Source: an optimization exercise on an open RTL-to-GDS flow (aim: small area, a short achievable clock period and few clock cycles per item). Production flows keep margins and buffers that such runs may drop. Function was checked by simulation only, so behaviour that the tests miss may differ from the original.

**design/flow/design.v**
```verilog
`timescale 1ns/1ps
`default_nettype none
module pm32 (
    input wire          clk,
    input wire          rst,
    input wire          start,
    input wire  [31:0]  mc,
    input wire  [31:0]  mp,
    output reg  [63:0]  p,
    output reg          done,
    input wire          op  
);
    reg  [33:0]     ss, cs;
    reg             ci;
    reg  [3:0]      lo_r;
    reg  [3:0]      cnt;      
    reg             busy;     
    reg             sh;       
    reg             fin;      
    reg  [1:0]      ng_r, one_r, two_r;    
    reg  [4:0]     wn;        
    always @* begin
        case (cnt)
            4'd0: wn = {mc[7], mc[6], mc[5], mc[4], mc[3]};
            4'd1: wn = {mc[11], mc[10], mc[9], mc[8], mc[7]};
            4'd2: wn = {mc[15], mc[14], mc[13], mc[12], mc[11]};
            4'd3: wn = {mc[19], mc[18], mc[17], mc[16], mc[15]};
            4'd4: wn = {mc[23], mc[22], mc[21], mc[20], mc[19]};
            4'd5: wn = {mc[27], mc[26], mc[25], mc[24], mc[23]};
            4'd6: wn = {mc[31], mc[30], mc[29], mc[28], mc[27]};
            default: wn = {5{1'b0}};
        endcase
    end
    wire [4:0] w0 = {mc[3:0], 1'b0};
    wire [1:0] ng0, one0, two0, ngn, onen, twon;
    assign ng0[0]  = w0[2] & ~(w0[1] & w0[0]);
    assign one0[0] = w0[1] ^ w0[0];
    assign two0[0] = (w0[2] & ~w0[1] & ~w0[0]) | (~w0[2] & w0[1] & w0[0]);
    assign ngn[0]  = wn[2] & ~(wn[1] & wn[0]);
    assign onen[0] = wn[1] ^ wn[0];
    assign twon[0] = (wn[2] & ~wn[1] & ~wn[0]) | (~wn[2] & wn[1] & wn[0]);
    assign ng0[1]  = w0[4] & ~(w0[3] & w0[2]);
    assign one0[1] = w0[3] ^ w0[2];
    assign two0[1] = (w0[4] & ~w0[3] & ~w0[2]) | (~w0[4] & w0[3] & w0[2]);
    assign ngn[1]  = wn[4] & ~(wn[3] & wn[2]);
    assign onen[1] = wn[3] ^ wn[2];
    assign twon[1] = (wn[4] & ~wn[3] & ~wn[2]) | (~wn[4] & wn[3] & wn[2]);
    wire [1:0] ng  = busy ? ng_r  : ng0;
    wire [1:0] one = busy ? one_r : one0;
    wire [1:0] two = busy ? two_r : two0;
    wire [32:0] mx = {1'b0, mp};
    wire [32:0] m2 = {mp, 1'b0};
    wire [32:0] e0 = (({33{one[0]}} & mx) | ({33{two[0]}} & m2)) ^ {33{ng[0]}};
    wire [32:0] e1 = (({33{one[1]}} & mx) | ({33{two[1]}} & m2)) ^ {33{ng[1]}};
    wire s1 = (cs[2] & busy) ^ (busy ? ss[2] : vng[1]);
    wire c2 = (cs[2] & busy) & (busy ? ss[2] : vng[1]);
    wire s3 = (ss[3] & busy) ^ (cs[3] & busy) ^ e0[3];
    wire c4 = ((ss[3] & busy) & (cs[3] & busy)) | ((ss[3] & busy) & e0[3]) | ((cs[3] & busy) & e0[3]);
    wire s5 = (cs[4] & busy) ^ (busy ? ss[4] : vng[2]) ^ e0[4];
    wire c6 = ((cs[4] & busy) & (busy ? ss[4] : vng[2])) | ((cs[4] & busy) & e0[4]) | ((busy ? ss[4] : vng[2]) & e0[4]);
    wire s7 = (ss[5] & busy) ^ (cs[5] & busy) ^ e0[5];
    wire c8 = ((ss[5] & busy) & (cs[5] & busy)) | ((ss[5] & busy) & e0[5]) | ((cs[5] & busy) & e0[5]);
    wire s9 = (cs[6] & busy) ^ (busy ? ss[6] : vng[3]) ^ e0[6];
    wire c10 = ((cs[6] & busy) & (busy ? ss[6] : vng[3])) | ((cs[6] & busy) & e0[6]) | ((busy ? ss[6] : vng[3]) & e0[6]);
    wire s11 = (ss[7] & busy) ^ (cs[7] & busy) ^ e0[7];
    wire c12 = ((ss[7] & busy) & (cs[7] & busy)) | ((ss[7] & busy) & e0[7]) | ((cs[7] & busy) & e0[7]);
    wire s13 = (cs[8] & busy) ^ (busy ? ss[8] : vng[4]) ^ e0[8];
    wire c14 = ((cs[8] & busy) & (busy ? ss[8] : vng[4])) | ((cs[8] & busy) & e0[8]) | ((busy ? ss[8] : vng[4]) & e0[8]);
    wire s15 = (ss[9] & busy) ^ (cs[9] & busy) ^ e0[9];
    wire c16 = ((ss[9] & busy) & (cs[9] & busy)) | ((ss[9] & busy) & e0[9]) | ((cs[9] & busy) & e0[9]);
    wire s17 = (cs[10] & busy) ^ (busy ? ss[10] : vng[5]) ^ e0[10];
    wire c18 = ((cs[10] & busy) & (busy ? ss[10] : vng[5])) | ((cs[10] & busy) & e0[10]) | ((busy ? ss[10] : vng[5]) & e0[10]);
    wire s19 = (ss[11] & busy) ^ (cs[11] & busy) ^ e0[11];
    wire c20 = ((ss[11] & busy) & (cs[11] & busy)) | ((ss[11] & busy) & e0[11]) | ((cs[11] & busy) & e0[11]);
    wire s21 = (cs[12] & busy) ^ (busy ? ss[12] : vng[6]) ^ e0[12];
    wire c22 = ((cs[12] & busy) & (busy ? ss[12] : vng[6])) | ((cs[12] & busy) & e0[12]) | ((busy ? ss[12] : vng[6]) & e0[12]);
    wire s23 = (ss[13] & busy) ^ (cs[13] & busy) ^ e0[13];
    wire c24 = ((ss[13] & busy) & (cs[13] & busy)) | ((ss[13] & busy) & e0[13]) | ((cs[13] & busy) & e0[13]);
    wire s25 = (cs[14] & busy) ^ (busy ? ss[14] : vng[7]) ^ e0[14];
    wire c26 = ((cs[14] & busy) & (busy ? ss[14] : vng[7])) | ((cs[14] & busy) & e0[14]) | ((busy ? ss[14] : vng[7]) & e0[14]);
    wire s27 = (ss[15] & busy) ^ (cs[15] & busy) ^ e0[15];
    wire c28 = ((ss[15] & busy) & (cs[15] & busy)) | ((ss[15] & busy) & e0[15]) | ((cs[15] & busy) & e0[15]);
    wire s29 = (cs[16] & busy) ^ (busy ? ss[16] : vng[8]) ^ e0[16];
    wire c30 = ((cs[16] & busy) & (busy ? ss[16] : vng[8])) | ((cs[16] & busy) & e0[16]) | ((busy ? ss[16] : vng[8]) & e0[16]);
    wire s31 = (ss[17] & busy) ^ (cs[17] & busy) ^ e0[17];
    wire c32 = ((ss[17] & busy) & (cs[17] & busy)) | ((ss[17] & busy) & e0[17]) | ((cs[17] & busy) & e0[17]);
    wire s33 = (cs[18] & busy) ^ (busy ? ss[18] : vng[9]) ^ e0[18];
    wire c34 = ((cs[18] & busy) & (busy ? ss[18] : vng[9])) | ((cs[18] & busy) & e0[18]) | ((busy ? ss[18] : vng[9]) & e0[18]);
    wire s35 = (ss[19] & busy) ^ (cs[19] & busy) ^ e0[19];
    wire c36 = ((ss[19] & busy) & (cs[19] & busy)) | ((ss[19] & busy) & e0[19]) | ((cs[19] & busy) & e0[19]);
    wire s37 = (cs[20] & busy) ^ (busy ? ss[20] : vng[10]) ^ e0[20];
    wire c38 = ((cs[20] & busy) & (busy ? ss[20] : vng[10])) | ((cs[20] & busy) & e0[20]) | ((busy ? ss[20] : vng[10]) & e0[20]);
    wire s39 = (ss[21] & busy) ^ (cs[21] & busy) ^ e0[21];
    wire c40 = ((ss[21] & busy) & (cs[21] & busy)) | ((ss[21] & busy) & e0[21]) | ((cs[21] & busy) & e0[21]);
    wire s41 = (cs[22] & busy) ^ (busy ? ss[22] : vng[11]) ^ e0[22];
    wire c42 = ((cs[22] & busy) & (busy ? ss[22] : vng[11])) | ((cs[22] & busy) & e0[22]) | ((busy ? ss[22] : vng[11]) & e0[22]);
    wire s43 = (ss[23] & busy) ^ (cs[23] & busy) ^ e0[23];
    wire c44 = ((ss[23] & busy) & (cs[23] & busy)) | ((ss[23] & busy) & e0[23]) | ((cs[23] & busy) & e0[23]);
    wire s45 = (cs[24] & busy) ^ (busy ? ss[24] : vng[12]) ^ e0[24];
    wire c46 = ((cs[24] & busy) & (busy ? ss[24] : vng[12])) | ((cs[24] & busy) & e0[24]) | ((busy ? ss[24] : vng[12]) & e0[24]);
    wire s47 = (ss[25] & busy) ^ (cs[25] & busy) ^ e0[25];
    wire c48 = ((ss[25] & busy) & (cs[25] & busy)) | ((ss[25] & busy) & e0[25]) | ((cs[25] & busy) & e0[25]);
    wire s49 = (cs[26] & busy) ^ (busy ? ss[26] : vng[13]) ^ e0[26];
    wire c50 = ((cs[26] & busy) & (busy ? ss[26] : vng[13])) | ((cs[26] & busy) & e0[26]) | ((busy ? ss[26] : vng[13]) & e0[26]);
    wire s51 = (ss[27] & busy) ^ (cs[27] & busy) ^ e0[27];
    wire c52 = ((ss[27] & busy) & (cs[27] & busy)) | ((ss[27] & busy) & e0[27]) | ((cs[27] & busy) & e0[27]);
    wire s53 = (cs[28] & busy) ^ (busy ? ss[28] : vng[14]) ^ e0[28];
    wire c54 = ((cs[28] & busy) & (busy ? ss[28] : vng[14])) | ((cs[28] & busy) & e0[28]) | ((busy ? ss[28] : vng[14]) & e0[28]);
    wire s55 = (ss[29] & busy) ^ (cs[29] & busy) ^ e0[29];
    wire c56 = ((ss[29] & busy) & (cs[29] & busy)) | ((ss[29] & busy) & e0[29]) | ((cs[29] & busy) & e0[29]);
    wire s57 = (cs[30] & busy) ^ (busy ? ss[30] : vng[15]) ^ e0[30];
    wire c58 = ((cs[30] & busy) & (busy ? ss[30] : vng[15])) | ((cs[30] & busy) & e0[30]) | ((busy ? ss[30] : vng[15]) & e0[30]);
    wire s59 = (ss[31] & busy) ^ (cs[31] & busy) ^ e0[31];
    wire c60 = ((ss[31] & busy) & (cs[31] & busy)) | ((ss[31] & busy) & e0[31]) | ((cs[31] & busy) & e0[31]);
    wire s61 = (ss[32] & busy) ^ (cs[32] & busy) ^ e0[32];
    wire c62 = ((ss[32] & busy) & (cs[32] & busy)) | ((ss[32] & busy) & e0[32]) | ((cs[32] & busy) & e0[32]);
    wire s63 = (ss[33] | ~busy) ^ (cs[33] & busy) ^ ~ng[0];
    wire c64 = ((ss[33] | ~busy) & (cs[33] & busy)) | ((ss[33] | ~busy) & ~ng[0]) | ((cs[33] & busy) & ~ng[0]);
    wire s65 = (cs[0] & busy) ^ (busy ? ss[0] : vng[0]);
    wire c66 = (cs[0] & busy) & (busy ? ss[0] : vng[0]);
    wire s67 = (ss[1] & busy) ^ (cs[1] & busy) ^ e0[1];
    wire c68 = ((ss[1] & busy) & (cs[1] & busy)) | ((ss[1] & busy) & e0[1]) | ((cs[1] & busy) & e0[1]);
    wire s69 = e0[2] ^ e1[0] ^ s1;
    wire c70 = (e0[2] & e1[0]) | (e0[2] & s1) | (e1[0] & s1);
    wire s71 = c2 ^ e1[1] ^ s3;
    wire c72 = (c2 & e1[1]) | (c2 & s3) | (e1[1] & s3);
    wire s73 = e1[2] ^ c4 ^ s5;
    wire c74 = (e1[2] & c4) | (e1[2] & s5) | (c4 & s5);
    wire s75 = e1[3] ^ c6 ^ s7;
    wire c76 = (e1[3] & c6) | (e1[3] & s7) | (c6 & s7);
    wire s77 = e1[4] ^ c8 ^ s9;
    wire c78 = (e1[4] & c8) | (e1[4] & s9) | (c8 & s9);
    wire s79 = e1[5] ^ c10 ^ s11;
    wire c80 = (e1[5] & c10) | (e1[5] & s11) | (c10 & s11);
    wire s81 = e1[6] ^ c12 ^ s13;
    wire c82 = (e1[6] & c12) | (e1[6] & s13) | (c12 & s13);
    wire s83 = e1[7] ^ c14 ^ s15;
    wire c84 = (e1[7] & c14) | (e1[7] & s15) | (c14 & s15);
    wire s85 = e1[8] ^ c16 ^ s17;
    wire c86 = (e1[8] & c16) | (e1[8] & s17) | (c16 & s17);
    wire s87 = e1[9] ^ c18 ^ s19;
    wire c88 = (e1[9] & c18) | (e1[9] & s19) | (c18 & s19);
    wire s89 = e1[10] ^ c20 ^ s21;
    wire c90 = (e1[10] & c20) | (e1[10] & s21) | (c20 & s21);
    wire s91 = e1[11] ^ c22 ^ s23;
    wire c92 = (e1[11] & c22) | (e1[11] & s23) | (c22 & s23);
    wire s93 = e1[12] ^ c24 ^ s25;
    wire c94 = (e1[12] & c24) | (e1[12] & s25) | (c24 & s25);
    wire s95 = e1[13] ^ c26 ^ s27;
    wire c96 = (e1[13] & c26) | (e1[13] & s27) | (c26 & s27);
    wire s97 = e1[14] ^ c28 ^ s29;
    wire c98 = (e1[14] & c28) | (e1[14] & s29) | (c28 & s29);
    wire s99 = e1[15] ^ c30 ^ s31;
    wire c100 = (e1[15] & c30) | (e1[15] & s31) | (c30 & s31);
    wire s101 = e1[16] ^ c32 ^ s33;
    wire c102 = (e1[16] & c32) | (e1[16] & s33) | (c32 & s33);
    wire s103 = e1[17] ^ c34 ^ s35;
    wire c104 = (e1[17] & c34) | (e1[17] & s35) | (c34 & s35);
    wire s105 = e1[18] ^ c36 ^ s37;
    wire c106 = (e1[18] & c36) | (e1[18] & s37) | (c36 & s37);
    wire s107 = e1[19] ^ c38 ^ s39;
    wire c108 = (e1[19] & c38) | (e1[19] & s39) | (c38 & s39);
    wire s109 = e1[20] ^ c40 ^ s41;
    wire c110 = (e1[20] & c40) | (e1[20] & s41) | (c40 & s41);
    wire s111 = e1[21] ^ c42 ^ s43;
    wire c112 = (e1[21] & c42) | (e1[21] & s43) | (c42 & s43);
    wire s113 = e1[22] ^ c44 ^ s45;
    wire c114 = (e1[22] & c44) | (e1[22] & s45) | (c44 & s45);
    wire s115 = e1[23] ^ c46 ^ s47;
    wire c116 = (e1[23] & c46) | (e1[23] & s47) | (c46 & s47);
    wire s117 = e1[24] ^ c48 ^ s49;
    wire c118 = (e1[24] & c48) | (e1[24] & s49) | (c48 & s49);
    wire s119 = e1[25] ^ c50 ^ s51;
    wire c120 = (e1[25] & c50) | (e1[25] & s51) | (c50 & s51);
    wire s121 = e1[26] ^ c52 ^ s53;
    wire c122 = (e1[26] & c52) | (e1[26] & s53) | (c52 & s53);
    wire s123 = e1[27] ^ c54 ^ s55;
    wire c124 = (e1[27] & c54) | (e1[27] & s55) | (c54 & s55);
    wire s125 = e1[28] ^ c56 ^ s57;
    wire c126 = (e1[28] & c56) | (e1[28] & s57) | (c56 & s57);
    wire s127 = e1[29] ^ c58 ^ s59;
    wire c128 = (e1[29] & c58) | (e1[29] & s59) | (c58 & s59);
    wire s129 = e1[30] ^ c60 ^ s61;
    wire c130 = (e1[30] & c60) | (e1[30] & s61) | (c60 & s61);
    wire s131 = e1[31] ^ s63 ^ c62;
    wire c132 = (e1[31] & s63) | (e1[31] & c62) | (s63 & c62);
    wire s133 = 1'b1 ^ e1[32] ^ c64;
    wire c134 = (1'b1 & e1[32]) | (1'b1 & c64) | (e1[32] & c64);
    wire [37:0] ra = {1'b0, 1'b1, ~ng[1], s133, s131, c128, c126, c124, c122, c120, c118, c116, c114, c112, c110, c108, c106, c104, c102, c100, c98, c96, c94, c92, c90, c88, c86, c84, c82, c80, c78, c76, c74, c72, c70, c68, c66, e0[0]};
    wire [37:0] rb = {1'b0, 1'b0, c134, c132, c130, s129, s127, s125, s123, s121, s119, s117, s115, s113, s111, s109, s107, s105, s103, s101, s99, s97, s95, s93, s91, s89, s87, s85, s83, s81, s79, s77, s75, s73, s71, s69, s67, s65};
    wire [15:0] vng;
    wire [32:0] mcx = {mc, 1'b0};
    genvar gd;
    generate
        for (gd = 0; gd < 16; gd = gd + 1) begin : g_vng
            assign vng[gd] = mcx[2*gd+2] & ~(mcx[2*gd+1] & mcx[2*gd]);
        end
    endgenerate
    wire [4:0] lo = ra[3:0] + rb[3:0] + {4'b0, ci & busy};    
    wire [31:0] hs = ss[31:0] + cs[31:0] + {31'b0, ci};    
    wire [31:0] ln = {lo_r, p[31:4]};    
    always @(posedge clk) begin
        if (sh)
            p[31:0] <= ln[31:0];
        if (fin)
            p[63:32] <= hs;
        ss <= ra[37:4];
        cs <= rb[37:4];
        ci <= lo[4];
        lo_r <= lo[3:0];
        ng_r  <= ngn;
        one_r <= onen;
        two_r <= twon;
    end
    wire more = (start | busy) & (cnt != 4'd7);
    always @(posedge clk or posedge rst) begin
        if (rst) begin
            cnt  <= 4'd0;
            busy <= 1'b0;
            sh   <= 1'b0;
            fin  <= 1'b0;
            done <= 1'b0;
        end else begin
            if (start | busy)
                cnt <= cnt + 4'd1;
            else
                cnt <= 4'd0;
            busy <= more;
            sh   <= start | busy;
            fin  <= (start | busy) & (cnt == 4'd7);
            done <= fin | (done & ~start);
        end
    end
endmodule
```
**design/flow/constraint.sdc**
```tcl
create_clock -name core_clock -period 3.0 [get_ports {clk}]
set_input_delay 0.6000 -clock core_clock [delete_from_list [all_inputs] [get_ports {clk}]]
set_output_delay 0.6000 -clock core_clock [all_outputs]
set_load 0.01 [all_outputs]
```
**design/flow/config.mk**
```make
export PLATFORM = sky130hd
export DESIGN_NAME = pm32
export DESIGN_NICKNAME = pm32
export VERILOG_FILES = /design/flow/design.v
export SDC_FILE = /design/flow/constraint.sdc
export NUM_CORES = 4
export LEC_CHECK = 0
export CAP_MARGIN = 20
export CORE_MARGIN = 2
export CORE_UTILIZATION = 40
export PLACE_DENSITY = 0.6
export SLEW_MARGIN = 20
```
**design/flow/flow/run.sh**
```bash
#!/bin/bash
# Layout: the standard flow (standard synthesis unchanged), except that the
# port buffers that global placement inserts are sky130_fd_sc_hd__buf_1 cells
# and timing repair aims for 0.3 ns of setup slack.
# The output of each step is kept in its own log file in this folder.
set -euo pipefail
cd "$(dirname "$0")/.."
bash standard.sh synth > flow_synth.log 2>&1
bash standard.sh "BUFFER_PORTS_ARGS=-buffer_cell sky130_fd_sc_hd__buf_1" SETUP_SLACK_MARGIN=0.3 finish > flow_layout.log 2>&1
```
**design/flow/standard.sh**
```bash
#!/bin/bash
# synth_recipe.tcl (not shown) runs the flow's synth.tcl, then flattens the netlist and writes it again
# the make line also repeats each setting of config.mk as NAME=value (left out here)
make -C /OpenROAD-flow-scripts/flow DESIGN_CONFIG=/design/flow/config.mk WORK_HOME=/design/flow/orfs CLKGATE_MAP_FILE= SYNTH_SCRIPT=/design/flow/synth_recipe.tcl "${@:-finish}"
```
==> impl_results.md, run 1 <==
- Antenna cells: 0
- Clk slew on worst S/H paths: 0.07 ns
- Largest family of logic cells by synthesized area: adder cells
- Max-slew headroom at the worst pin: 52.0%
- CTS tree: yes
- Grt met2 use: 31.0%
- Critical Path RT: 3.19 ns
- Setup violators final: 0
- Final antenna-violating net count: 0
- DP HPWL: 17,900 µm
- Sinks on Clock Net: 147
- # IOs: 133
- Count leader, synth: nand2_1
- Placer's final routability congestion estimate: 0.842
- Top post-synthesis cells by count: nand2_1 (109), dfxtp_1 (75), xnor2_1 (73)
- Avg Inst Size Synth: 10.7 µm²
- Worst Setup Start Kind: flip-flop
- Multiplexer share of the synthesized area: 0.349%
- Die height: 157 µm
- Ratio of cells with drive above 1 in the final layout: 10.4%
- Largest area contributor in the synthesized netlist: edfxtp_1
- Final hold vios: 0
- Synth Area in Adders: 20.1%
- Worst Path Max Fanout: 3
- Area contributors post-synth: edfxtp_1 (21%), dfxtp_1 (16%), fa_1 (14%), xnor2_1 (6.9%), ha_1 (5.9%)
- Met3 Usage GRT: 4.18%
- Worst-Skew Late Latency: 0.44 ns
- Vias: 6,796
- Slew @ Worst Pin: 0.720 ns
- Post-synthesis sequential area ratio: 38.8%
- Period utilisation layout: 88.7%
- RSZ-0062 raised after global routing: yes
- First-pass GRT wire length: 35,800 µm
- Vias in the first global route: 6,748
- Nets@finish: 1,153
- Critical Path AT: 2.85 ns
- Synth top area share: 20.6%
- Rows: 55
- YS warnings: 1
- Achievable Freq: 376 MHz
- Die boundary width: 157 µm
- Layout area overhead: 15.2%
- H-tree depth: 4
- Gr usage total: 19.0%
- Post-synth ARST share: 5.44%
- Port-buffer cells: 131
- Full die area: 0.0246 mm²
- FF+latch count, synth: 147
- Max-Cap Viols: 0
- Fill cells: 2,158
- Pin count of the biggest net entering global routing: 59
- Initial antenna violation count: 0
- Initial cell density of the core: 41.0%
- Gr busiest metal: met2
- Skew final: 0.00923 ns
- Cell area after synthesis: 0.00933 mm²
- Hold Path Class: primary input to async pin
- Unique masters post-synth: 68
- Cts bufs inserted: 17
- DRC: 0
- Drt first pass iters: 5
- Post-route setup TNS: 0 ns
- CP Class: flip-flop to flip-flop
- Post-synth EDFFs: 64
- Wire length per cell: 17.7 µm
- CTS Hold Bufs: 0
- CP Capture Type: flip-flop
- Status: finished clean
- Floorplan core area: 0.0228 mm²
- Longest Clk Path Bufs: 2
- Syn nets: 1,054
- Fin. max-slew vios: 0
- Post-Synth Simple-Gate Area: 9.64%
- Final min period: 2.66 ns
- Main synth FF type: dfxtp_1
- Global route overflow: 0
- Synth Area in XOR/XNOR: 9.48%
- Syn Inst Count: 876
- Final wirelength: 23,000 µm
- Routing usage on met1: 25.5%
- Drt initial violations: 501
- Root Driver: clkbuf_16
- Number of vias per cell: 5.22
- Compound-gate portion of the synthesized area: 14.8%
-- what timing repair did --
item / in CTS / in global routing
resized for setup: 13 / 16
pin swaps: 9 / 8
setup buffers: 0 / 2
endpoints found under the setup margin: 7 / 18
-- path summary, 6_finish.rpt --
| path | startpoint | to | slack [ns] | depth (start not counted) |
|---|---|---|---|---|
| setup / recovery | ss[0] | p[62] | 0.34 | 10 |
| min in group core_clock | lo_r[1] | p[29] | 0.40 | 0 |
| hold / removal | rst | done | 0.07 | 2 |
| hold reg to reg | lo_r[1] | p[29] | 0.40 | 0 |
| max in group asynchronous | rst | busy | 2.67 | 2 |
| setup reg to reg | ss[0] | p[62] | 0.34 | 10 |
-- worst max-delay path, cell delays in order (launching register included) --
cell	delay (ns)
dfxtp_2	0.34
fa_2	0.42
fa_2	0.38
a21o_1	0.20
nand3_2	0.10
a31oi_4	0.11
a221oi_2	0.27
buf_4	0.18
o21ai_4	0.07
a211oi_2	0.25
xnor2_1	0.09
-- cell type report --
| class | instances | area, µm² | area share, % |
|---|---|---|---|
| inverter | 44 | 165 | 1.54 |
| sequential | 147 | 3630 | 33.7 |
| multi-input combinational | 607 | 5210 | 48.5 |
| tap | 313 | 392 | 3.64 |
| timing repair buffer | 158 | 738 | 6.87 |
| clock buffer | 17 | 425 | 3.96 |
| clock inverter | 15 | 188 | 1.75 |
-- flip-flops by register name (all words and copies together) (netlist names) --
signal / flops
fin: 1
one_r: 2
ss: 32
busy: 1
sh: 1
p: 64
ng_r: 2
two_r: 2
cnt: 4
done: 1
ci: 1
cs: 32
lo_r: 4
-- metal layers --
layer | vias up | routed length, µm
met2 | 205 | 10800
met5 | - | 0
met3 | 27 | 1390
li1 | 3211 | -
met1 | 3353 | 10300
met4 | 0 | 433
-- logic make-up (layout without fill, tap and decap cells) --
kind of cell / count (synthesis) / in the layout
flops: 147 / 147
compound gates: 197 / 197
mux: 3 / 3
fa+ha+maj: 110 / 110
buf+inv: 122 / 234
simple gates: 196 / 196
xor+xnor: 101 / 101
-- placed cells by master, fill, tap and decap left out, types with 3 or more instances in the layout --
cell type / synthesis / layout
buf_1: 1 / 131
nand2_1: 109 / 109
dfxtp_1: 75 / 73
xnor2_1: 73 / 72
a22oi_1: 68 / 66
fa_1: 66 / 64
edfxtp_1: 64 / 64
inv_1: 44 / 44
ha_1: 44 / 43
a21oi_1: 33 / 31
o21ai_0: 30 / 29
xor2_1: 28 / 28
nor2_1: 22 / 22
and2_1: 20 / 20
buf_4: 32 / 20
clkbuf_16: 0 / 17
a21o_1: 12 / 12
nand3_1: 13 / 12
a31oi_1: 8 / 7
dfrtp_1: 8 / 7
nand4_1: 6 / 6
nor3_1: 5 / 5
nor2b_1: 5 / 5
a222oi_1: 5 / 5
inv_6: 0 / 5
inv_8: 0 / 5
buf_6: 2 / 5
o21bai_1: 4 / 4
a21oi_2: 1 / 3
a211oi_2: 2 / 3
o21ai_1: 6 / 3
a21boi_0: 4 / 3
clkinv_8: 0 / 3
-- metrics by stage --
stage	instance area (µm²)	setup slack (ns)	hold slack (ns)	cells	util, %
6_report	10700	0.340	0.0726	1301	47.2
5_1_grt	10700	0.241	0.0951	1301	47.2
4_1_cts	10700	0.253	0.0801	1299	46.8
3_5_place_dp	9980	0.00319	0.389	1267	43.8
3_3_place_gp	9980	0.0358	0.387	1267	43.8
2_1_floorplan	9380	0.198	0.386	876	-
Testbench counts, summed over its fixed seeds: cycles 21,608, items 2,400.
==> inputs of run 2 (changes only) <==
==> design/flow/flow/run.sh (replaced) <==
#!/bin/bash
# Layout: the standard flow (standard synthesis unchanged), except that the
# port buffers that global placement inserts are sky130_fd_sc_hd__buf_1 cells
# and timing repair aims for 0.2 ns of setup slack.
# The output of each step is kept in its own log file in this folder.
set -euo pipefail
cd "$(dirname "$0")/.."
bash standard.sh synth > flow_synth.log 2>&1
bash standard.sh "BUFFER_PORTS_ARGS=-buffer_cell sky130_fd_sc_hd__buf_1" SETUP_SLACK_MARGIN=0.2 finish > flow_layout.log 2>&1
==> run 2 against run 1 <==
  * First-iteration DRC count down 8.2%
  * Clock skew up 0.0024 ns
  * Highest routed layer unchanged
  * Hold slack better by 0.0032 ns
  * Design area up 0.15%
  * Wire length down 0.42%
  * Synthesized cell count unchanged
  * Critical endpoint is now p[58]
  * Die area unchanged
  * Setup slack worse by 0.064 ns
  * Flip-flop and latch count unchanged
==> impl_results.md, run 2 <==
- Synth top area share: 20.6%
- Root Driver: clkbuf_16
- Setup violators final: 0
- Final hold vios: 0
- Max-Cap Viols: 0
- Top post-synthesis cells by count: nand2_1 (109), dfxtp_1 (75), xnor2_1 (73)
- H-tree depth: 4
- Post-synth EDFFs: 64
- Worst-case reg-to-reg path depth: 11
- Worst r2r dst: p[58]
- Longest Clk Path Bufs: 2
- Final WS setup: 0.276 ns
- # IOs: 133
- Achievable Freq: 367 MHz
- Main synth FF type: dfxtp_1
- Crit path top cell by count: fa_2
- Vias: 6,742
- CP Class: flip-flop to flip-flop
- Floorplan core area: 0.0228 mm²
- Stages on worst setup path: 11
- Full die area: 0.0246 mm²
- Worst Setup EP: p[58]
- Worst Setup Start Kind: flip-flop
- Fin. max-slew vios: 0
- Status: finished clean
- Syn Inst Count: 876
- RSZ-0062 raised after global routing: yes
- Layout area overhead: 15.3%
- Post-route setup TNS: 0 ns
- Most frequent cells in the layout: buf_1 (131), nand2_1 (109), dfxtp_1 (74), xnor2_1 (73), a22oi_1 (66)
- R2R Path Start: ci
- Gr usage total: 19.3%
- Area contributors post-synth: edfxtp_1 (21%), dfxtp_1 (16%), fa_1 (14%), xnor2_1 (6.9%), ha_1 (5.9%)
- Top Family by Delay on Critical Path: adder cells
- CP max stage delay: 0.43 ns
- Cells along the critical path: fa_2, fa_2, a21o_1, nand3_2, a31oi_4, a221oi_2, buf_4, o21ai_4, buf_6, a21boi_2, xnor2_1
- Worst-Skew Late Latency: 0.43 ns
- Final wirelength: 22,900 µm
- Rows: 55
- DRC: 0
- R2r setup slk: 0.28 ns
- Pre-CTS setup slack: -0.0140 ns
- Ratio of cells with drive above 1 in the final layout: 10.4%
- Register with the most flip-flops: p
- Crit-path slowest cell: fa_2
- Drt first pass iters: 6
- Initial cell density of the core: 41.0%
- Period utilisation layout: 90.8%
- First-pass GRT wire length: 36,200 µm
- Cell area after synthesis: 0.00933 mm²
- Final antenna-violating net count: 0
- Most common cell after layout, fill and taps aside: buf_1
- Largest register FFs: 64
- Drt initial violations: 460
- Worst Path Max Fanout: 3
- Max-slew headroom at the worst pin: 51.1%
- Wire length per cell: 17.5 µm
- Clk slew on worst S/H paths: 0.07 ns
- Count leader, synth: nand2_1
- Initial antenna violation count: 1
- Top Registers: p: 64 flops, cs: 32 flops, ss: 32 flops
- Port-buffer cells: 131
- Placer's final routability congestion estimate: 0.890
- Hold Path Class: primary input to async pin
- CTS Hold Bufs: 0
- Number of vias per cell: 5.16
- Largest area contributor in the synthesized netlist: edfxtp_1
- Pin count of the biggest net entering global routing: 53
- Critical Path RT: 3.18 ns
- Slew @ Worst Pin: 0.733 ns
- Skew final: 0.0116 ns
- CP Capture Type: flip-flop
- Vias in the first global route: 6,705
- Syn nets: 1,054
- CTS tree: yes
- Post-synth ARST share: 5.44%
- Final min period: 2.72 ns
- Die height: 157 µm
- Sinks on Clock Net: 147
- FF+latch count, synth: 147
- Unique masters post-synth: 68
- Cts bufs inserted: 17
- Nets@finish: 1,158
- YS warnings: 1
- Post-synthesis sequential area ratio: 38.8%
- CP startpoint: ci
- Global route overflow: 0
- Die boundary width: 157 µm
- DP HPWL: 17,900 µm
- Bufs and invs on worst path: 2
- Avg Inst Size Synth: 10.7 µm²
- Critical Path AT: 2.90 ns
==> run 2: kinds of logic (layout without fill, tap and decap cells) <==
| group | after synthesis | in the layout | share of synthesized area, % |
|---|---|---|---|
| AO/OA/AOI/OAI | 197 | 197 | 14.8 |
| XOR/XNOR | 101 | 101 | 9.48 |
| adder cells (fa/ha/maj) | 110 | 110 | 20.1 |
| buffers and inverters | 122 | 239 | 6.86 |
| flip-flops | 147 | 147 | 38.8 |
| multiplexers | 3 | 3 | 0.349 |
| other | 0 | 1 | 0 |
| AND/OR/NAND/NOR | 196 | 196 | 9.64 |
==> run 2: how the worst min path moves through the flow <==
| stage | cells past startpoint | endpoint | slack, ns | from |
|---|---|---|---|---|
| 2_1_floorplan | 0 | p[28] | 0.39 | lo_r[0] |
| 3_3_place_gp | 0 | p[28] | 0.39 | lo_r[0] |
| 3_5_place_dp | 0 | p[29] | 0.39 | lo_r[1] |
| 4_1_cts | 2 | fin | 0.08 | rst |
| 5_1_grt | 2 | cnt[3] | 0.09 | rst |
| 6_report | 2 | fin | 0.08 | rst |
==> run 2: worst reg2reg max path, cell delays in order, from the launching register on <==
cell	delay, ns
dfxtp_2	0.34
fa_2	0.43
fa_2	0.43
a21o_1	0.22
nand3_2	0.10
a31oi_4	0.11
a221oi_2	0.26
buf_4	0.18
o21ai_4	0.08
buf_6	0.14
a21boi_2	0.12
xnor2_1	0.08
==> run 2: cell type report <==
class                           instances  area, µm²
Clock inverter                         15        210
Inverter                               44        165
Fill cell                            2136      12000
Antenna cell                            1       2.50
Multi-Input combinational cell        607       5190
Sequential cell                       147       3630
Clock buffer                           17        425
Tap cell                              313        392
Timing Repair Buffer                  163        752
==> run 2: what timing repair did <==
action,in CTS,in global routing
gates resized for setup,8,13
setup buffers,0,4
endpoints found under the setup margin,7,10
pin swaps,0,17
==> run 2: per-stage QoR <==
step,hold slack (ns),utilization [%],instances,instance area [µm²]
after CTS,0.0756,46.8,1302,10700
final,0.0758,47.3,1307,10800
after detailed placement,0.389,43.9,1270,9990
after global placement,0.387,43.9,1270,9990
after floorplan,0.386,-,876,9380
after global routing,0.0942,47.3,1307,10800
==> run 2: per-layer routing <==
layer  vias to the layer above  track usage, %  part of all wire (%)  wire length [µm]
li1                       3234               -                     -                 -
met1                      3273            26.5                    45             10300
met2                       204            30.1                    47             10700
met3                        31            4.35                   5.9              1350
met4                         0            6.90                   2.2               498
met5                         -               0                     0                 0
==> inputs of run 3 (changes only) <==
==> design/flow/flow/run.sh (replaced) <==
#!/bin/bash
# Layout: the standard flow (standard synthesis unchanged), except that
#  - the port buffers that global placement inserts are sky130_fd_sc_hd__buf_1 cells,
#  - timing repair aims for 0.5 ns of setup slack and may resize a cell to any
#    footprint (MATCH_CELL_FOOTPRINT=0).
# The output of each step is kept in its own log file in this folder.
set -euo pipefail
cd "$(dirname "$0")/.."
bash standard.sh synth > flow_synth.log 2>&1
bash standard.sh "BUFFER_PORTS_ARGS=-buffer_cell sky130_fd_sc_hd__buf_1" SETUP_SLACK_MARGIN=0.5 \
  MATCH_CELL_FOOTPRINT=0 finish > flow_layout.log 2>&1
==> run 3 against run 2 <==
  * Design area is 6.4% higher
  * Synthesized cell count stayed put
  * Count of clock-buffer cells in the layout stayed put
  * Critical path type unchanged
  * Synthesized area stayed put
  * Wire length is 2.4% higher
  * Sequential share of layout area is 2.0 points lower
  * Clock skew is 0.0024 ns lower
==> impl_results.md, run 3 <==
- Fin util: 50.3%
- Hold Path Class: primary input to async pin
- Cell area after synthesis: 0.00933 mm²
- Wire length per cell: 17.8 µm
- Clk slew on worst S/H paths: 0.07 ns
- CTS Hold Bufs: 0
- Max Used Layer: met4
- Area contributors post-synth: edfxtp_1 (21%), dfxtp_1 (16%), fa_1 (14%), xnor2_1 (6.9%), ha_1 (5.9%)
- Die height: 157 µm
- Fin area: 0.0114 mm²
- YS warnings: 1
- Setup violators final: 0
- Initial antenna violation count: 0
- Full die area: 0.0246 mm²
- Slew @ Worst Pin: 0.825 ns
- Max-Cap Viols: 0
- Final min period: 2.68 ns
- Top post-synthesis cells by count: nand2_1 (109), dfxtp_1 (75), xnor2_1 (73)
- DP Cell Count: 1,260
- Worst-case reg-to-reg path depth: 8
- Initial cell density of the core: 41.0%
- Max-slew headroom at the worst pin: 45.0%
- Number of vias per cell: 5.18
- Post-synth EDFFs: 64
- Drt first pass iters: 5
- Top Registers: p: 64 flops, cs: 32 flops, ss: 32 flops
- Crit path top cell by count: fa_1
- Worst-Skew Late Latency: 0.43 ns
- DP HPWL: 17,400 µm
- Rows: 55
- Largest area contributor in the synthesized netlist: edfxtp_1
- CP max stage delay: 0.52 ns
- Gr usage total: 18.8%
- DR WL met2: 11,100 µm
- Skew final: 0.00921 ns
- Main synth FF type: dfxtp_1
- Register with the most flip-flops: p
- CP Capture Type: flip-flop
- Count leader, synth: nand2_1
- Layout area overhead: 22.7%
- Critical Path RT: 3.32 ns
- FF+latch count, synth: 147
- H-tree depth: 4
- Unique masters post-synth: 68
- Ratio of cells with drive above 1 in the final layout: 21.0%
- Post-synth ARST share: 5.44%
- Final antenna-violating net count: 0
- Met1 wire length: 10,600 µm
- Pin count of the biggest net entering global routing: 57
- Antenna cells: 0
- Syn Inst Count: 876
- Period utilisation layout: 89.4%
- Avg Inst Size Synth: 10.7 µm²
- Final hold vios: 0
- Global route overflow: 0
- Most frequent cells in the layout: buf_1 (131), nand2_1 (108), dfxtp_1 (74), edfxtp_1 (64), xnor2_1 (63)
- Worst Path Max Fanout: 6
- Synth top area share: 20.6%
- Critical Path AT: 3.01 ns
- Post-route setup TNS: 0 ns
- # IOs: 133
- Layout Cells excl Fill: 1,316
- Sinks on Clock Net: 147
- Root Driver: clkbuf_16
- Syn nets: 1,054
- First-pass GRT wire length: 35,300 µm
- Post-synthesis sequential area ratio: 38.8%
- Worst Setup Start Kind: flip-flop
- Achievable Freq: 373 MHz
- CTS tree: yes
- Crit-path slowest cell: fa_1
- Port-buffer cells: 131
- Status: finished clean
- CP Class: flip-flop to flip-flop
- Final wirelength: 23,400 µm
- Vias in the first global route: 6,567
- Nets@finish: 1,168
- Fin. max-slew vios: 0
- Largest register FFs: 64
- DRC: 0
- RSZ-0062 raised after global routing: yes
- Vias: 6,822
- Cts bufs inserted: 17
- Cells along the critical path: mux2_4, a22oi_2, xnor2_1, fa_1, inv_1, fa_1, ha_4, a21o_1
- Die boundary width: 157 µm
- Longest Clk Path Bufs: 2
- Placer's final routability congestion estimate: 0.869
- Drt initial violations: 452
- Most common cell after layout, fill and taps aside: buf_1
- Floorplan core area: 0.0228 mm²
- Post-DP Area: 0.00998 mm²
- Length of routed met3 wiring: 1280 µm
## run 3: cell counts after synthesis
No cell type changed its count.
## run 3: kinds of logic after synthesis
family / after synthesis / share of synthesized area (%)
AOI/OAI and AO/OA: 197 / 14.8
xor gates and xnor gates: 101 / 9.48
DFF: 147 / 38.8
muxes: 3 / 0.349
buffers and inverters: 122 / 6.86
and+or+nand+nor: 196 / 9.64
adders and majority gates: 110 / 20.1
## run 3: area by class of cell
type	count	area, µm²
fill	2053	11300
multi-input combinational	607	5690
timing repair buffer	173	975
tap	313	392
clock inverter	15	178
clock buffer	17	425
inverter	44	165
sequential	147	3630
## run 3: layer usage
layer,vias to the layer above,GRT usage (%)
li1,3249,-
met1,3318,26.1
met2,227,29.5
met3,28,3.60
met4,0,6.42
met5,-,0
## run 3: worst paths after layout
check	start	endpoint	slack, ns
worst max-delay path	busy	ci	0.32
worst min-delay path	rst	done	0.06
min in group core_clock	lo_r[3]	p[31]	0.40
worst min register to register	lo_r[3]	p[31]	0.40
worst max register to register	busy	ci	0.32
max in group asynchronous	rst	busy	2.69
## run 3: worst max-delay path, delay by kind of cell (launching register included)
kind	cells	cell delay, ns
AOI/OAI and AO/OA	2	0.31
adders and majority gates	3	1.24
buffers and inverters	1	0.05
muxes	1	0.36
xor gates and xnor gates	1	0.11
DFF	1	0.49
## run 3: repair_timing
| action | 4_1_cts | 5_1_grt |
|---|---|---|
| setup buffers | 7 | 13 |
| resized for setup | 35 | 106 |
| gates cloned | 1 | 3 |
| pin swaps | 12 | 40 |
| setup endpoints to repair | 43 | 69 |
## run 3: stage by stage
step                      hold WS (ns)  setup slack (ns)
after CTS                       0.0591             0.296
after floorplan                  0.386             0.221
after global placement           0.386            0.0315
after global routing            0.0765             0.220
final                           0.0639             0.319
after detailed placement         0.391           -0.0100
==> inputs of run 4 (changes only) <==
==> design/flow/flow/run.sh (replaced) <==
#!/bin/bash
# Layout: the standard flow (standard synthesis unchanged), except that
#  - the port buffers that global placement inserts are sky130_fd_sc_hd__buf_1 cells,
#  - timing repair aims for 0.3 ns of setup slack,
#  - the core is 60% utilised with placement density 0.75.
# The output of each step is kept in its own log file in this folder.
set -euo pipefail
cd "$(dirname "$0")/.."
bash standard.sh synth > flow_synth.log 2>&1
bash standard.sh "BUFFER_PORTS_ARGS=-buffer_cell sky130_fd_sc_hd__buf_1" SETUP_SLACK_MARGIN=0.3 \
  CORE_UTILIZATION=60 PLACE_DENSITY=0.75 finish > flow_layout.log 2>&1
==> run 4 against run 3 <==
  * Critical path depth increased by 1
  * Still clean
  * Via count fell by 0.19%
  * Fmax is 0.23% higher
  * Design area down 7.9%
  * Flip-flop and latch count stayed put
  * Setup slack better by 0.0061 ns
  * Hold slack improved by 0.011 ns
==> impl_results.md, run 4 <==
- Status: finished clean
- Worst r2r dst: p[62]
- Floorplan core area: 0.0152 mm²
- Post-synthesis sequential area ratio: 38.8%
- Worst-Skew Late Latency: 0.43 ns
- Drt first pass iters: 7
- FF+latch count, synth: 147
- Fin util: 69.4%
- Area contributors post-synth: edfxtp_1 (21%), dfxtp_1 (16%), fa_1 (14%), xnor2_1 (6.9%), ha_1 (5.9%)
- Period utilisation layout: 89.2%
- Most common cell after layout, fill and taps aside: buf_1
- Sinks on Clock Net: 147
- Unique masters post-synth: 68
- Multiplexer share of the synthesized area: 0.349%
- Placer's final routability congestion estimate: 0.946
- Vias in the first global route: 6,484
- Worst Setup EP: p[62]
- Initial antenna violation count: 0
- Cts bufs inserted: 17
- Synth Area in XOR/XNOR: 9.48%
- Post-synth EDFFs: 64
- CP Class: flip-flop to flip-flop
- Setup violators final: 0
- Full die area: 0.0166 mm²
- Worst Path Max Fanout: 3
- Root Driver: clkbuf_16
- Die height: 129 µm
- Post-Synth Simple-Gate Area: 9.64%
- Max-slew headroom at the worst pin: 63.9%
- CP startpoint: ss[0]
- Post-synth ARST share: 5.44%
- Fin. max-slew vios: 0
- Clk slew on worst S/H paths: 0.06 ns
- CTS tree: yes
- YS warnings: 1
- Layout Cells excl Fill: 1,176
- Post-route setup TNS: 0 ns
- Rows: 45
- DP Cell Count: 1,141
- R2R Path Start: ss[0]
- First-pass GRT wire length: 33,200 µm
- Global route overflow: 0
- Final hold vios: 0
- CTS Hold Bufs: 0
- Largest family of logic cells by synthesized area: adder cells
- Ratio of cells with drive above 1 in the final layout: 10.3%
- Wire length per cell: 17.9 µm
- H-tree depth: 4
- Die boundary width: 129 µm
- Achievable Freq: 374 MHz
- Final wirelength: 21,100 µm
- Vias: 6,809
- Final antenna-violating net count: 0
- Pin count of the biggest net entering global routing: 57
- DP HPWL: 15,500 µm
- Worst Setup Start Kind: flip-flop
- Syn nets: 1,054
- Hold Path Class: primary input to async pin
- RSZ-0062 raised after global routing: yes
- Final min period: 2.67 ns
- R2r setup slk: 0.33 ns
- Gr usage total: 26.2%
- # IOs: 133
- Register with the most flip-flops: p
- Critical Path AT: 2.86 ns
- Layout area overhead: 13.0%
- Count leader, synth: nand2_1
- Synth top area share: 20.6%
- Drt initial violations: 436
- Critical Path RT: 3.18 ns
- CP Capture Type: flip-flop
- Syn Inst Count: 876
- Top post-synthesis cells by count: nand2_1 (109), dfxtp_1 (75), xnor2_1 (73)
- Longest Clk Path Bufs: 2
- Largest area contributor in the synthesized netlist: edfxtp_1
- Skew final: 0.00706 ns
- Avg Inst Size Synth: 10.7 µm²
- Compound-gate portion of the synthesized area: 14.8%
- Nets@finish: 1,153
- Port-buffer cells: 131
- DRC: 0
- Largest register FFs: 64
- Initial cell density of the core: 61.4%
- Worst-case reg-to-reg path depth: 9
- Most frequent cells in the layout: buf_1 (131), nand2_1 (109), dfxtp_1 (74), xnor2_1 (73), a22oi_1 (65)
- Main synth FF type: dfxtp_1
- Number of vias per cell: 5.79
- Antenna cells: 0
- Slew @ Worst Pin: 0.541 ns
- Synth Area in Adders: 20.1%
- Max-Cap Viols: 0
- Top Registers: p: 64 flops, cs: 32 flops, ss: 32 flops
- Cell area after synthesis: 0.00933 mm²
-- run 4: kinds of logic after synthesis --
group                      count (synthesis)
adders and majority gates                110
DFF                                      147
and+or+nand+nor                          196
AOI/OAI and AO/OA                        197
xor gates and xnor gates                 101
muxes                                      3
buffers and inverters                    122
-- run 4: layer usage --
layer  global-route usage [%]  wire length, µm
met5                        0                0
met4                     10.4              453
met3                     5.45             1450
met2                     40.5             9790
met1                     36.5             9390
-- run 4: worst min path at each step --
stage	startpoint	endpoint	slack (ns)
after detailed placement	lo_r[2]	p[30]	0.39
after global routing	rst	sh	0.1
after global placement	lo_r[2]	p[30]	0.39
after CTS	rst	done	0.08
final	rst	cnt[2]	0.07
after floorplan	lo_r[0]	p[28]	0.39
-- run 4: what timing repair did --
item                                    4_1_cts  5_1_grt
endpoints found under the setup margin        9       12
pin swaps                                     5        7
gates resized for setup                      13       18
buffers inserted                              1        2
-- run 4: critical path, stage by stage (launching register included) --
cell	delay (ns)
dfxtp_2	0.34
fa_2	0.42
fa_2	0.36
a21o_1	0.19
nand3_2	0.12
a31oi_4	0.13
a221oi_4	0.38
o21ai_4	0.11
a211oi_2	0.27
xnor2_1	0.09
-- run 4: layout make-up --
class	instances	area, µm²
clock buffers	18	429
clock inverters	14	105
fillers	1186	4660
inverters	44	165
multi-input cells	607	5270
flip-flops and latches	147	3630
well taps	188	235
repair buffers	158	718
-- run 4: metrics by stage --
step                      setup WS, ns  hold slack [ns]  instance area (µm²)
after CTS                        0.302           0.0788                10400
after floorplan                  0.198            0.386                 9380
final                            0.325           0.0747                10500
after detailed placement        0.0311            0.390                 9810
after global placement          0.0273            0.387                 9810
after global routing             0.244           0.0978                10500
==> inputs of run 5 (changes only) <==
--- a/design/flow/flow/run.sh
+++ b/design/flow/flow/run.sh
@@ -4,3 +4,4 @@
 #  - timing repair aims for 0.3 ns of setup slack,
-#  - the core is 60% utilised with placement density 0.75.
+#  - the core is 60% utilised with placement density 0.75,
+#  - clock tree clusters of up to 50 flip-flops within 100 um.
 # The output of each step is kept in its own log file in this folder.
@@ -10,2 +11,2 @@
 bash standard.sh "BUFFER_PORTS_ARGS=-buffer_cell sky130_fd_sc_hd__buf_1" SETUP_SLACK_MARGIN=0.3 \
-  CORE_UTILIZATION=60 PLACE_DENSITY=0.75 finish > flow_layout.log 2>&1
+  CORE_UTILIZATION=60 PLACE_DENSITY=0.75 CTS_CLUSTER_SIZE=50 CTS_CLUSTER_DIAMETER=100 finish > flow_layout.log 2>&1
==> run 5 against run 4 <==
  * Non-clock buffer count stayed put
  * Critical endpoint unchanged
  * Clock skew stayed put
  * Synthesized area stayed put
  * Via count stayed put
  * Count of clock-buffer cells in the layout stayed put
  * First-iteration DRC count stayed put
  * Still clean
  * Register-to-register slack hardly changed
==> impl_results.md, run 5 <==
- Status: finished clean
- DP Cell Count: 1,141
- Post-synthesis sequential area ratio: 38.8%
- Final wirelength: 21,100 µm
- CP Class: flip-flop to flip-flop
- Worst Setup Start Kind: flip-flop
- Vias: 6,809
- FF+latch count, synth: 147
- H-tree depth: 4
- RSZ-0062 raised after global routing: yes
- Top Registers: p: 64 flops, cs: 32 flops, ss: 32 flops
- Drt initial violations: 436
- YS warnings: 1
- Syn nets: 1,054
- Number of vias per cell: 5.79
- Cell area after synthesis: 0.00933 mm²
- Die boundary width: 129 µm
- Layout Cells excl Fill: 1,176
- CP startpoint: ss[0]
- Worst-case reg-to-reg path depth: 9
- Final min period: 2.67 ns
- Vias in the first global route: 6,484
- Hold Path Class: primary input to async pin
- Final antenna-violating net count: 0
- Worst-Skew Late Latency: 0.43 ns
- Rows: 45
- Cts bufs inserted: 17
- DRC: 0
- Unique masters post-synth: 68
- Layout area overhead: 13.0%
- CTS Hold Bufs: 0
- Achievable Freq: 374 MHz
- Nets@finish: 1,153
- R2r setup slk: 0.33 ns
- Period utilisation layout: 89.2%
- Fin area: 0.0105 mm²
- Skew final: 0.00706 ns
- Final hold vios: 0
- Main synth FF type: dfxtp_1
- Initial cell density of the core: 61.4%
- Gr usage total: 26.2%
- Slew @ Worst Pin: 0.541 ns
- Pin count of the biggest net entering global routing: 57
- Longest Clk Path Bufs: 2
- DP HPWL: 15,500 µm
- Fin util: 69.4%
- Post-route setup TNS: 0 ns
- Area contributors post-synth: edfxtp_1 (21%), dfxtp_1 (16%), fa_1 (14%), xnor2_1 (6.9%), ha_1 (5.9%)
- Critical Path RT: 3.18 ns
- Avg Inst Size Synth: 10.7 µm²
- Critical Path AT: 2.86 ns
- Count leader, synth: nand2_1
- Clk slew on worst S/H paths: 0.06 ns
- Worst r2r dst: p[62]
- # IOs: 133
- Fill cells: 1,186
- CTS tree: yes
- Max-Cap Viols: 0
- Worst Path Max Fanout: 3
- Port-buffer cells: 131
- Root Driver: clkbuf_16
- Placer's final routability congestion estimate: 0.946
- R2R Path Start: ss[0]
- Post-DP Area: 0.00981 mm²
- Sinks on Clock Net: 147
- Die height: 129 µm
- Global route overflow: 0
- Setup violators final: 0
- Drt first pass iters: 7
- Max-slew headroom at the worst pin: 63.9%
- Register with the most flip-flops: p
- Floorplan core area: 0.0152 mm²
- Fin. max-slew vios: 0
- Hold slack: 0.0747 ns
- CP Capture Type: flip-flop
- Post-synth ARST share: 5.44%
- Top post-synthesis cells by count: nand2_1 (109), dfxtp_1 (75), xnor2_1 (73)
- First-pass GRT wire length: 33,200 µm
- Syn Inst Count: 876
- Full die area: 0.0166 mm²
- Largest area contributor in the synthesized netlist: edfxtp_1
- Most common cell after layout, fill and taps aside: buf_1
- Post-synth EDFFs: 64
- Synth top area share: 20.6%
- Ratio of cells with drive above 1 in the final layout: 10.3%
- Initial antenna violation count: 0
- Antenna cells: 0
- Largest register FFs: 64
- Wire length per cell: 17.9 µm
- Most frequent cells in the layout: buf_1 (131), nand2_1 (109), dfxtp_1 (74), xnor2_1 (73), a22oi_1 (65)
[run 5: cell counts in the layout (fill, tap and decap cells not counted)]
No cell type changed its count.
[run 5: worst max path at each step]
stage | slack, ns | cells past startpoint | endpoint
3_5_place_dp | 0.03 | 12 | ci
4_1_cts | 0.30 | 8 | ci
5_1_grt | 0.24 | 9 | p[62]
6_report | 0.33 | 9 | p[62]
3_3_place_gp | 0.03 | 12 | ci
2_1_floorplan | 0.20 | 9 | ci
[run 5: logic make-up (layout without fill, tap and decap cells)]
group	count (synthesis)	in the layout	synth area share, %
xor gates and xnor gates	101	101	9.48
adders and majority gates	110	110	20.1
buffers and inverters	122	234	6.86
DFF	147	147	38.8
and+or+nand+nor	196	196	9.64
muxes	3	3	0.349
AOI/OAI and AO/OA	197	197	14.8
[run 5: layer usage]
| layer | share of wire (%) | global-route usage (%) | routed length (µm) |
|---|---|---|---|
| met5 | 0 | 0 | 0 |
| met4 | 2.1 | 10.4 | 453 |
| met3 | 6.9 | 5.45 | 1450 |
| met2 | 46 | 40.5 | 9790 |
| met1 | 45 | 36.5 | 9390 |
[run 5: worst max-delay path: stages, from the launching register on]
cell      delay (ns)
dfxtp_2         0.34
fa_2            0.42
fa_2            0.36
a21o_1          0.19
nand3_2         0.12
a31oi_4         0.13
a221oi_4        0.38
o21ai_4         0.11
a211oi_2        0.27
xnor2_1         0.09
[run 5: timing repair]
action | CTS | global route
setup buffers | 1 | 2
gates resized for setup | 13 | 18
setup endpoints to repair | 9 | 12
pin swaps | 5 | 7
[run 5: cell type report]
| cell class | count | area (µm²) | area share, % |
|---|---|---|---|
| clock buffers | 18 | 429 | 4.07 |
| flip-flops and latches | 147 | 3630 | 34.4 |
| well taps | 188 | 235 | 2.23 |
| repair buffers | 158 | 718 | 6.81 |
| multi-input cells | 607 | 5270 | 49.9 |
| clock inverters | 14 | 105 | 0.997 |
| inverters | 44 | 165 | 1.57 |
[run 5: stage by stage]
step	setup slack, ns
3_5_place_dp	0.0311
4_1_cts	0.302
6_report	0.325
5_1_grt	0.244
3_3_place_gp	0.0273
2_1_floorplan	0.198
==> inputs of run 6 (changes only) <==
--- a/design/flow/flow/run.sh
+++ b/design/flow/flow/run.sh
@@ -5,3 +5,3 @@
 #  - the core is 60% utilised with placement density 0.75,
-#  - clock tree clusters of up to 50 flip-flops within 100 um.
+#  - timing repair may resize a cell to any footprint.
 # The output of each step is kept in its own log file in this folder.
@@ -11,2 +11,2 @@
 bash standard.sh "BUFFER_PORTS_ARGS=-buffer_cell sky130_fd_sc_hd__buf_1" SETUP_SLACK_MARGIN=0.3 \
-  CORE_UTILIZATION=60 PLACE_DENSITY=0.75 CTS_CLUSTER_SIZE=50 CTS_CLUSTER_DIAMETER=100 finish > flow_layout.log 2>&1
+  CORE_UTILIZATION=60 PLACE_DENSITY=0.75 MATCH_CELL_FOOTPRINT=0 finish > flow_layout.log 2>&1
==> run 6 against run 5 <==
  * Via count up 0.23%
  * Still clean
  * Synthesized area unchanged
  * First-iteration DRC count up 34%
  * Largest cell class unchanged
  * Design area down 0.68%
==> impl_results.md, run 6 <==
- Status: finished clean
- Critical Path AT: 2.83 ns
- Post-synth EDFFs: 64
- Vias: 6,825
- DR WL met2: 9560 µm
- Fin. max-slew vios: 0
- Post-synth ARST share: 5.44%
- Placer's final routability congestion estimate: 0.944
- Vias in the first global route: 6,582
- CP Capture Type: flip-flop
- Most frequent cells in the layout: buf_1 (131), nand2_1 (109), dfxtp_1 (75), xnor2_1 (73), a22oi_1 (66)
- Port-buffer cells: 131
- CTS tree: yes
- Ratio of cells with drive above 1 in the final layout: 9.26%
- Largest register FFs: 64
- Main synth FF type: dfxtp_1
- Pin count of the biggest net entering global routing: 59
- YS warnings: 1
- Unique masters post-synth: 68
- Synth top area share: 20.6%
- Worst Path Max Fanout: 5
- Drt initial violations: 586
- # IOs: 133
- Largest area contributor in the synthesized netlist: edfxtp_1
- Period utilisation layout: 88.6%
- Final hold vios: 0
- Syn Inst Count: 876
- Top Registers: p: 64 flops, cs: 32 flops, ss: 32 flops
- DP HPWL: 15,700 µm
- Fill cells: 1,171
- Post-synthesis sequential area ratio: 38.8%
- Max-Cap Viols: 0
- Layout area overhead: 12.2%
- Longest Clk Path Bufs: 2
- Setup violators final: 0
- Register with the most flip-flops: p
- Fin util: 68.9%
- Most common cell after layout, fill and taps aside: buf_1
- Syn nets: 1,054
- Max-slew headroom at the worst pin: 64.5%
- Gr usage total: 26.5%
- Count leader, synth: nand2_1
- Nets@finish: 1,148
- FF+latch count, synth: 147
- Slew @ Worst Pin: 0.533 ns
- Length of routed met3 wiring: 1610 µm
- Floorplan core area: 0.0152 mm²
- DRC: 0
- Cts bufs inserted: 17
- CTS Hold Bufs: 0
- Rows: 45
- Hold Path Class: primary input to async pin
- Global route overflow: 0
- Top post-synthesis cells by count: nand2_1 (109), dfxtp_1 (75), xnor2_1 (73)
- Final wirelength: 20,900 µm
- Die height: 129 µm
- Worst Setup Start Kind: flip-flop
- Worst-Skew Late Latency: 0.43 ns
- Drt first pass iters: 7
- Skew final: 0.00705 ns
- Number of vias per cell: 5.82
- Wire length per cell: 17.8 µm
- Post-route setup TNS: 0 ns
- First-pass GRT wire length: 33,800 µm
- Area contributors post-synth: edfxtp_1 (21%), dfxtp_1 (16%), fa_1 (14%), xnor2_1 (6.9%), ha_1 (5.9%)
- Met1 wire length: 9290 µm
- Die boundary width: 129 µm
- Full die area: 0.0166 mm²
- Final min period: 2.66 ns
- RSZ-0062 raised after global routing: yes
- Max Used Layer: met4
- Clk slew on worst S/H paths: 0.06 ns
- Initial cell density of the core: 61.4%
- Avg Inst Size Synth: 10.7 µm²
- Achievable Freq: 376 MHz
- H-tree depth: 4
- Critical Path RT: 3.17 ns
- CP Class: flip-flop to flip-flop
- Cell area after synthesis: 0.00933 mm²
- Initial antenna violation count: 1
- Final antenna-violating net count: 0
- Sinks on Clock Net: 147
- Root Driver: clkbuf_16
-- run 6: metrics by stage --
| stage | area, µm² | setup slack, ns | hold slack, ns | std cells |
|---|---|---|---|---|
| after detailed placement | 9780 | 0.0168 | 0.389 | 1137 |
| after floorplan | 9380 | 0.221 | 0.386 | 876 |
| after global routing | 10500 | 0.235 | 0.0969 | 1172 |
| after global placement | 9780 | 0.0259 | 0.387 | 1137 |
| final | 10500 | 0.342 | 0.0742 | 1172 |
| after CTS | 10400 | 0.313 | 0.0655 | 1171 |
-- run 6: layout make-up --
class,instances,area (µm²),share of cell area (%)
multi-input combinational,607,5180,49.4
sequential,147,3620,34.6
timing repair buffer,153,673,6.43
clock buffer,17,425,4.06
tap,188,235,2.25
clock inverter,15,171,1.64
inverter,44,165,1.58
antenna,1,2.50,0.0239
-- run 6: path summary, 6_finish.rpt --
check,start,endpoint,slack (ns),cells past startpoint
min,rst,cnt[1],0.07,2
max reg2reg,cs[4],p[57],0.34,8
max in group asynchronous,rst,busy,2.68,2
max,cs[4],p[57],0.34,8
min in group core_clock,lo_r[2],p[30],0.40,0
min reg2reg,lo_r[2],p[30],0.40,0
-- run 6: kinds of logic after synthesis --
logic type | synth area share [%]
adders and majority gates | 20.1
muxes | 0.349
DFF | 38.8
AOI/OAI and AO/OA | 14.8
xor gates and xnor gates | 9.48
and+or+nand+nor | 9.64
buffers and inverters | 6.86
-- run 6: metal layers --
metal	up-vias	global-route usage, %
li1	3213	-
met1	3289	38.3
met2	294	40.2
met3	29	5.70
met4	0	8.63
met5	-	0
-- run 6: worst max-delay path, cell delays in order (launching register included) --
cell	delay (ns)
dfxtp_1	0.34
ha_1	0.38
a21oi_2	0.32
nand2_2	0.13
o2111ai_2	0.37
a21oi_1	0.27
a21oi_1	0.32
o21bai_1	0.11
xor2_1	0.15
-- run 6: repair_timing --
action | 4_1_cts | 5_1_grt
setup buffers | 2 | 0
pin swaps | 2 | 6
resized for setup | 7 | 8
endpoints found under the setup margin | 10 | 19
==> inputs of run 7 (changes only) <==
==> design/flow/flow/run.sh (replaced) <==
#!/bin/bash
# Layout: the standard flow (standard synthesis unchanged), except that
#  - the port buffers that global placement inserts are sky130_fd_sc_hd__buf_1 cells,
#  - timing repair aims for 0.4 ns of setup slack,
#  - the core is 60% utilised with placement density 0.75,
#  - timing repair may resize a cell to any footprint.
# The output of each step is kept in its own log file in this folder.
set -euo pipefail
cd "$(dirname "$0")/.."
bash standard.sh synth > flow_synth.log 2>&1
bash standard.sh "BUFFER_PORTS_ARGS=-buffer_cell sky130_fd_sc_hd__buf_1" SETUP_SLACK_MARGIN=0.4 \
  CORE_UTILIZATION=60 PLACE_DENSITY=0.75 MATCH_CELL_FOOTPRINT=0 finish > flow_layout.log 2>&1
==> run 7 against run 6 <==
  * Setup slack worse by 0.055 ns
  * Global-route usage is 0.44 points higher
  * Critical path depth is 1 higher
  * Highest routed layer unchanged
  * Sequential share of layout area is 1.0 points lower
  * Via count is 0.28% higher
  * Critical path type unchanged
  * Still clean on timing, DRC and antenna
  * Clock skew is 0.0080 ns higher
  * Largest cell class unchanged
  * Non-clock buffer count is 8 higher
  * Final cell count is 0.68% higher
  * Count of clock-buffer cells in the layout stayed put
  * Synthesized cell count stayed put
  * Die area stayed put
==> impl_results.md, run 7 <==
- Worst-Skew Late Latency: 0.43 ns
- # IOs: 133
- Skew final: 0.0150 ns
- Period utilisation layout: 90.4%
- Top Family by Delay on Critical Path: compound AO/OA/AOI/OAI gates
- Status: finished clean
- Full die area: 0.0166 mm²
- Sinks on Clock Net: 147
- CP max stage delay: 0.41 ns
- Port-buffer cells: 131
- Vias: 6,844
- Area contributors post-synth: edfxtp_1 (21%), dfxtp_1 (16%), fa_1 (14%), xnor2_1 (6.9%), ha_1 (5.9%)
- Critical Path AT: 2.89 ns
- Fin area: 0.0108 mm²
- FF+latch count, synth: 147
- DRC: 0
- Synth top area share: 20.6%
- CP Class: flip-flop to flip-flop
- Crit-path slowest cell: fa_2
- Bufs and invs on worst path: 0
- Max-slew headroom at the worst pin: 69.0%
- Main synth FF type: dfxtp_1
- Cts bufs inserted: 17
- RSZ-0062 raised after global routing: yes
- Count leader, synth: nand2_1
- Syn Inst Count: 876
- First-pass GRT wire length: 34,500 µm
- Top Registers: p: 64 flops, cs: 32 flops, ss: 32 flops
- Post-synthesis sequential area ratio: 38.8%
- Global route overflow: 0
- Ratio of cells with drive above 1 in the final layout: 12.9%
- Setup violators final: 0
- Most common cell after layout, fill and taps aside: buf_1
- Slew @ Worst Pin: 0.465 ns
- Worst Setup Start Kind: flip-flop
- Initial cell density of the core: 61.4%
- Number of vias per cell: 5.80
- Post-DP Area: 0.00977 mm²
- Initial antenna violation count: 0
- Die height: 129 µm
- FF+latch area: 0.00363 mm²
- YS warnings: 1
- Nets@finish: 1,156
-- run 7: per-stage QoR --
stage	TNS, ns	worst slack, ns	hold WS [ns]
2_1_floorplan	0	0.221	0.386
3_3_place_gp	-0.000835	-0.000835	0.387
3_5_place_dp	-0.0571	-0.0401	0.389
4_1_cts	0	0.308	0.0799
5_1_grt	0	0.222	0.110
6_report	0	0.287	0.0642
-- run 7: worst register-to-register path, cell delays in order (launching register included) --
cell,delay [ns]
dfxtp_2,0.33
fa_2,0.41
fa_2,0.38
a21o_1,0.20
nand3_2,0.11
a31oi_4,0.13
a221oi_4,0.39
o21ai_4,0.12
a211oi_2,0.27
xnor2_1,0.11
-- run 7: path summary, 6_finish.rpt --
kind / endpoint / from / slack [ns] / depth (start not counted)
min reg2reg: p[31] / lo_r[3] / 0.40 / 0
max: p[62] / ci / 0.29 / 9
min in group core_clock: p[31] / lo_r[3] / 0.40 / 0
min: cnt[1] / rst / 0.06 / 2
max reg2reg: p[62] / ci / 0.29 / 9
max in group asynchronous: busy / rst / 2.69 / 2
-- run 7: layout make-up --
| class | count | area share [%] |
|---|---|---|
| Antenna cell | 1 | 0.0232 |
| Sequential cell | 147 | 33.6 |
| Multi-Input combinational cell | 607 | 50.3 |
| Inverter | 44 | 1.53 |
| Tap cell | 188 | 2.18 |
| Timing Repair Buffer | 161 | 7.13 |
| Clock inverter | 15 | 1.37 |
| Clock buffer | 17 | 3.94 |
-- run 7: what timing repair did --
item	4_1_cts	5_1_grt
setup endpoints to repair	57	62
gates cloned	0	0
setup buffers	5	9
resized for setup	23	45
pin swaps	11	21
-- run 7: kinds of logic after synthesis --
family / share of synthesized area (%)
and+or+nand+nor: 9.64
adders and majority gates: 20.1
buffers and inverters: 6.86
muxes: 0.349
xor gates and xnor gates: 9.48
DFF: 38.8
AOI/OAI and AO/OA: 14.8
-- run 7: per-layer routing --
| layer | vias to the layer above | part of all wire [%] | global-route usage [%] |
|---|---|---|---|
| li1 | 3223 | - | - |
| met1 | 3301 | 44 | 37.6 |
| met2 | 282 | 47 | 41.6 |
| met3 | 38 | 7.2 | 6.65 |
| met4 | 0 | 2.1 | 9.21 |
| met5 | - | 0 | 0 |

## re-timing with driven ports
In the flow no input, the clock included, has a driving cell. The finished layouts below were timed again as built, in two steps. Step 1 assumes that a clkbuf_16 drives the clock port and a buf_2 every other input. Step 2, shift: input delay + t, output delay - t, t = (earliest + latest rising clock arrival at the registers) / 2. This alone moves slack from input paths to output paths. Three values: ideal ports, drivers, drivers and shift; two values: the first two.
run | t (ns) | slack for setup (ns) | hold slack, ns | cell pins on the clock port's net
run 1 | 0.478 | 0.340 / 0.340 / 0.025 | 0.073 / 0.050 / 0.405 | 1
run 2 | 0.470 | 0.276 / 0.276 / -0.022 | 0.076 / 0.052 / 0.406 | 1
run 3 | 0.475 | 0.319 / 0.319 / -0.001 | 0.064 / 0.040 / 0.403 | 1
run 4 | 0.471 | 0.325 / 0.325 / -0.058 | 0.075 / 0.052 / 0.406 | 1
run 5 | 0.471 | 0.325 / 0.325 / -0.058 | 0.075 / 0.052 / 0.406 | 1
run 6 | 0.472 | 0.342 / 0.342 / -0.032 | 0.074 / 0.050 / 0.404 | 1
run 7 | 0.472 | 0.287 / 0.287 / -0.023 | 0.064 / 0.041 / 0.404 | 1
With both steps, setup timing fails in 6 of these runs, where it was met with ideal ports.
